Context: an optimization exercise on an open-source flow, tuned for small area and a short achievable clock period. The choices shown serve that exercise and are no tape-out recipe. RTL that was checked went through simulation tests only; none was proved equivalent to the original. Power is estimated from default activity; no workload was simulated.

==> flow/design.v (excerpt) <==
module processor(
    input clk,
    input rst,
    output [31:0] imem_addr,
    input [31:0] imem_rdata,
    output dmem_en,
    output dmem_we,
    output [31:0] dmem_addr,
    output [31:0] dmem_wdata,
    input [31:0] dmem_rdata,
    output wb_en,
    output [3:0] wb_addr,
    output [31:0] wb_data
    );
==> flow/config.mk <==
export PLATFORM = sky130hd
export DESIGN_NAME = processor
export DESIGN_NICKNAME = processor
export VERILOG_FILES = /design/flow/design.v
export SDC_FILE = /design/flow/constraint.sdc
export NUM_CORES = 4
export LEC_CHECK = 0
export ABC_CLOCK_PERIOD_IN_PS = 2800
export CAP_MARGIN = 20
export CORE_MARGIN = 2
export CORE_UTILIZATION = 50
export CTS_CLUSTER_DIAMETER = 100
export CTS_CLUSTER_SIZE = 24
export SETUP_SLACK_MARGIN = 4.0
export SLEW_MARGIN = 20
==> flow/constraint.sdc <==
create_clock -name core_clock -period 7.5 [get_ports {clk}]
set_input_delay 1.5000 -clock core_clock [delete_from_list [all_inputs] [get_ports {clk}]]
set_output_delay 1.5000 -clock core_clock [all_outputs]
set_load 0.01 [all_outputs]
standard.sh (not shown) runs the stock make flow with config.mk's settings and CLKGATE_MAP_FILE= SYNTH_SCRIPT=/design/flow/synth_recipe.tcl, a recipe that flattens the netlist after the stock synthesis.
==> flow/flow/run.sh <==
#!/bin/bash
# The standard layout (standard.sh, all of its steps) with two changes
# passed to the ORFS scripts through their environment:
#  - the port buffers that buffer_ports inserts are buf_1 cells
#  - clock tree synthesis inserts no dummy loads
# make's output goes to make.log; each ORFS step keeps its own log under orfs/logs.
set -euo pipefail
export BUFFER_PORTS_ARGS="-buffer_cell sky130_fd_sc_hd__buf_1"
export CTS_ARGS="-sink_clustering_enable -repair_clock_nets -sink_clustering_size 24 -sink_clustering_max_diameter 100 -dont_use_dummy_load"
bash standard.sh > make.log 2>&1
The starting point completed without violations.
==> next run, changes <==
- ABC_AREA: default -> 1
- ABC_CLOCK_PERIOD_IN_PS: 2800 -> default
What happened: Total power increases by 1.2%. Global-route usage came out lower by 0.63 points. Sequential power increases by about 1%. Utilization drops by 0.52 points. Die area increases by 4.7%. Setup slack is better by 0.073 ns. Cell count grows by 34%. Flip-flop and latch count stays the same. Wire length rose by 1.2%.
==> next run, changes <==
==> flow/run.sh (new file) <==
#!/bin/bash
# synth_recipe.tcl (not shown) runs the flow's synth.tcl, then flattens the netlist and writes it again
# the make line also repeats each setting of config.mk as NAME=value (left out here)
make -C /OpenROAD-flow-scripts/flow DESIGN_CONFIG=/design/flow/config.mk WORK_HOME=/design/flow/orfs CLKGATE_MAP_FILE= SYNTH_SCRIPT=/design/flow/synth_recipe.tcl finish
- ABC_AREA: 1 -> default
- ABC_CLOCK_PERIOD_IN_PS: default -> 2800
removed: flow/flow/run.sh
removed: flow/standard.sh
What happened: Cell area stays flat; clock skew came out higher by 0.013 ns; power came out higher by a few percent; sequential share of layout area came out higher by 0.13 points; die area came out lower by a few percent.

---

Setup of build 64:
Another version of the RTL of processor (not shown whole).
For scale: roughly 4100 cells after synthesis, about 200 I/O pins, roughly 38000 µm² of cells after synthesis.
Settings: LEC_CHECK=0, ABC_AREA=1, CAP_MARGIN=20, CORE_MARGIN=2, CORE_UTILIZATION=50, CTS_CLUSTER_DIAMETER=80, CTS_CLUSTER_SIZE=32, SETUP_SLACK_MARGIN=4.6, SLEW_MARGIN=20; clock period 7.5 ns.
==> flow/flow/run.sh <==
#!/bin/bash
# The standard layout (standard.sh, all of its steps) with two changes
# passed to the ORFS scripts through their environment:
#  - the port buffers that buffer_ports inserts are buf_1 cells
#  - clock tree synthesis inserts no dummy loads
# make's output goes to make.log; each ORFS step keeps its own log under orfs/logs.
set -euo pipefail
export BUFFER_PORTS_ARGS="-buffer_cell sky130_fd_sc_hd__buf_1"
export CTS_ARGS="-sink_clustering_enable -repair_clock_nets -sink_clustering_size 32 -sink_clustering_max_diameter 80 -dont_use_dummy_load"
bash standard.sh > make.log 2>&1
Build 64 ended with every stage complete and zero timing, DRC or antenna violations.
Changes in build 91 relative to build 64:
- changing CTS_CLUSTER_SIZE from 32 to 24
- changing CTS_CLUSTER_DIAMETER from 80 to 100
- changing SETUP_SLACK_MARGIN from 4.6 to 5.0
diff --git a/flow/flow/run.sh b/flow/flow/run.sh
--- a/flow/flow/run.sh
+++ b/flow/flow/run.sh
@@ -8,3 +8,3 @@
 export BUFFER_PORTS_ARGS="-buffer_cell sky130_fd_sc_hd__buf_1"
-export CTS_ARGS="-sink_clustering_enable -repair_clock_nets -sink_clustering_size 32 -sink_clustering_max_diameter 80 -dont_use_dummy_load"
+export CTS_ARGS="-sink_clustering_enable -repair_clock_nets -sink_clustering_size 24 -sink_clustering_max_diameter 100 -dont_use_dummy_load"
 bash standard.sh > make.log 2>&1
Notes after the runs:
Build 91 against build 64: post-synthesis simple-gate area fraction barely changed; relative contribution of the clock network to total power -0.9 points; mean instance size in the synthesized netlist now sits at about the same level. Utilization in build 91 is 6.2 points above build 64. In build 91, proportion of power drawn by combinational gates is higher than in build 64. Going from build 64 to build 91, fmax saw an increase; final clock period utilization by the worst path saw a decrease; number of multi-input logic gates saw little to no change.

---

Another version of the RTL of processor (not shown whole).
Size in the first run: ~3000 cells after synthesis, ~200 I/O pins.
==> flow/config.mk <==
export PLATFORM = sky130hd
export DESIGN_NAME = processor
export DESIGN_NICKNAME = processor
export VERILOG_FILES = /design/flow/design.v
export SDC_FILE = /design/flow/constraint.sdc
export NUM_CORES = 4
export LEC_CHECK = 0
export ABC_CLOCK_PERIOD_IN_PS = 2800
export CAP_MARGIN = 20
export CORE_MARGIN = 2
export CORE_UTILIZATION = 50
export CTS_CLUSTER_DIAMETER = 100
export CTS_CLUSTER_SIZE = 24
export SETUP_SLACK_MARGIN = 4.7
export SLEW_MARGIN = 20
==> flow/constraint.sdc <==
create_clock -name core_clock -period 7.5 [get_ports {clk}]
set_input_delay 1.5000 -clock core_clock [delete_from_list [all_inputs] [get_ports {clk}]]
set_output_delay 1.5000 -clock core_clock [all_outputs]
set_load 0.01 [all_outputs]
run.sh (not shown) runs the stock make flow with config.mk's settings and CLKGATE_MAP_FILE= SYNTH_SCRIPT=/design/flow/synth_recipe.tcl, a recipe that flattens the netlist after the stock synthesis.
Stock flow here: none of the scripts above is used.
Rerun with:
- ABC_AREA: default -> 1
- ABC_CLOCK_PERIOD_IN_PS: 2800 -> default
- SETUP_SLACK_MARGIN: 4.7 -> 4.0
Outcome:
- cell area drops by 6.5%
- maximum frequency drops by 3.3%
- worst setup slack is worse by 0.11 ns
- wire length drops by 9.0%
- via count climbs by 0.93%
Rerun with:
- ABC_AREA: 1 -> default
- ABC_CLOCK_PERIOD_IN_PS: default -> 2800
Result: The changed run completed with no timing, DRC or antenna violations; final area drops slightly; global-route usage climbs by 3.2 points; critical path depth climbs by 7; clock power is about the same; sequential share of layout area climbs by 0.99 points; maximum frequency drops by a few percent; clock-buffer cell count climbs by 1; worst hold slack gets worse by 0.0091 ns; die area drops by a few percent; worst setup slack gets worse by 0.093 ns; routed wire length climbs by a few percent.
Rerun with:
==> flow/flow/run.sh (new file) <==
#!/bin/bash
# The standard layout, with the port buffers made of buf_2 cells
# (ORFS's buffer_ports takes -buffer_cell from BUFFER_PORTS_ARGS)
set -euo pipefail
export BUFFER_PORTS_ARGS="-buffer_cell sky130_fd_sc_hd__buf_2"
bash standard.sh > standard.log 2>&1
==> flow/standard.sh (new file) <==
#!/bin/bash
# synth_recipe.tcl (not shown) runs the flow's synth.tcl, then flattens the netlist and writes it again
# the make line also repeats each setting of config.mk as NAME=value (left out here)
make -C /OpenROAD-flow-scripts/flow DESIGN_CONFIG=/design/flow/config.mk WORK_HOME=/design/flow/orfs CLKGATE_MAP_FILE= SYNTH_SCRIPT=/design/flow/synth_recipe.tcl "${@:-finish}"
- SETUP_SLACK_MARGIN: 4.0 -> 4.7
removed: flow/run.sh
Result:
- The new run completed without violations
- power came out higher by 3.2%
- non-clock buffer count grows by 238
- via count is higher by 5.7%
- sequential power shrinks by about 0.9%
- count of clock-buffer cells in the layout rose by 1
- synthesized cell count does not change
- flip-flop and latch count does not change
- die area is unchanged
- maximum frequency rises by 4.5%
No run of this note included a check of the RTL's function; only the layout flow was run.

---

RTL: one of the versions met above, not the one the previous note started from.
Size in the first run: about 830 flip-flops, about 0.038 sq mm of cells after synthesis.
Settings: LEC_CHECK=0, ABC_AREA=1, CAP_MARGIN=20, CORE_MARGIN=2, CORE_UTILIZATION=50, CTS_CLUSTER_DIAMETER=100, CTS_CLUSTER_SIZE=24, SETUP_SLACK_MARGIN=4.5, SLEW_MARGIN=20; clock period 7.5 ns.
standard.sh (not shown) runs the stock make flow with config.mk's settings and CLKGATE_MAP_FILE= SYNTH_SCRIPT=/design/flow/synth_recipe.tcl, a recipe that flattens the netlist after the stock synthesis.
==> flow/flow/run.sh <==
#!/bin/bash
# The standard layout (standard.sh, all of its steps) with two changes
# passed to the ORFS scripts through their environment:
#  - the port buffers that buffer_ports inserts are buf_1 cells
#  - clock tree synthesis inserts no dummy loads
# make's output goes to make.log; each ORFS step keeps its own log under orfs/logs.
set -euo pipefail
export BUFFER_PORTS_ARGS="-buffer_cell sky130_fd_sc_hd__buf_1"
export CTS_ARGS="-sink_clustering_enable -repair_clock_nets -sink_clustering_size 24 -sink_clustering_max_diameter 100 -dont_use_dummy_load"
bash standard.sh > make.log 2>&1
Rerun with:
--- a/flow/config.mk
+++ b/flow/config.mk
@@ -14 +14 @@
-export SETUP_SLACK_MARGIN = 4.5
+export SETUP_SLACK_MARGIN = 4.6
@@ -15,0 +16 @@
+export TNS_END_PERCENT = 10
- The new run finished with timing, DRC and antenna clean
- total power is about the same
- register-to-register slack got worse by 0.12 ns
- non-clock buffer count goes down by 4
- clock-buffer cell count does not change
- wire length goes up by 1.2%
- cell area is about the same
- maximum frequency came out lower by about 3%

---

Setup of AL:
processor, a different RTL version from the one above (not shown whole).
Size in the first run: roughly 800 flip-flops, ~200 I/O pins.
Settings: LEC_CHECK=0, CAP_MARGIN=20, CORE_MARGIN=2, CORE_UTILIZATION=55, SETUP_SLACK_MARGIN=0.1, SLEW_MARGIN=20; clock period 7.5 ns.
run.sh (not shown) runs the stock make flow with config.mk's settings and CLKGATE_MAP_FILE= SYNTH_SCRIPT=/design/flow/synth_recipe.tcl, a recipe that flattens the netlist after the stock synthesis.
Stock flow here: none of the scripts above is used.
AL went all the way through the flow, and no timing, DRC or antenna check failed.
### AL -> MS
- an added ABC_CLOCK_PERIOD_IN_PS of 3000
- a change of SETUP_SLACK_MARGIN from 0.1 to 4.4
### Flow results
Placer congestion estimate shrinks slightly when moving from AL to MS.
Comparing top fanout value on the critical path for AL and MS, the bigger number came from AL.
The power drawn by the sequential cells of AL and that of MS are within noise of each other.
Of the two candidates, AL has the better total power after layout and MS the worse one.
MS vs AL on global-route usage: MS is the higher one.

what the ideal ports hide:
No port has a modelled driver above. Below, the same layouts with a new extraction and two added sets of constraints. Step 1 assumes that a clkbuf_16 drives the clock port and a buf_2 every other input. Step 2, shift: input delay + t, output delay - t, t = (earliest + latest rising clock arrival at the registers) / 2. This alone moves slack from input paths to output paths. Three values: ideal, step 1, step 2; two values: the first two.
| run | t, ns | setup slack, ns | worst register clock-pin slew, ns | pins driven straight from the clock port |
|---|---|---|---|---|
| the first run of note 1 | 0.655 | 4.007 / 4.007 / 4.007 | 0.11 / 0.11 | 1 |
| the second run of note 1 | 0.670 | 4.079 / 4.008 / 4.111 | 0.10 / 0.10 | 1 |
| the third run of note 1 | 0.701 | 3.922 / 3.922 / 3.922 | 0.11 / 0.11 | 1 |
| build 64 | 0.667 | 4.642 / 4.570 / 4.238 | 0.12 / 0.12 | 1 |
| build 91 | 0.674 | 4.662 / 4.595 / 4.264 | 0.10 / 0.10 | 1 |
| the first run of note 3 | 0.694 | 4.181 / 4.181 / 3.842 | 0.10 / 0.10 | 1 |
| the second run of note 3 | 0.677 | 4.069 / 4.002 / 3.618 | 0.10 / 0.10 | 1 |
| the third run of note 3 | 0.681 | 3.976 / 3.976 / 3.957 | 0.10 / 0.10 | 1 |
| the fourth run of note 3 | 0.692 | 4.127 / 4.127 / 3.784 | 0.11 / 0.11 | 1 |
| the first run of note 4 | 0.667 | 4.546 / 4.479 / 4.191 | 0.10 / 0.10 | 1 |
| the second run of note 4 | 0.663 | 4.458 / 4.388 / 4.119 | 0.10 / 0.10 | 1 |
| AL | 0.716 | 2.683 / 2.683 / 2.683 | 0.06 / 0.06 | 1 |
| MS | 0.716 | 3.775 / 3.775 / 3.775 | 0.07 / 0.07 | 1 |
After both steps every run listed still meets setup and hold. The setup slack of the second run of note 3, which loses most, moves by -0.067 ns with the drivers and by -0.451 ns with both steps.
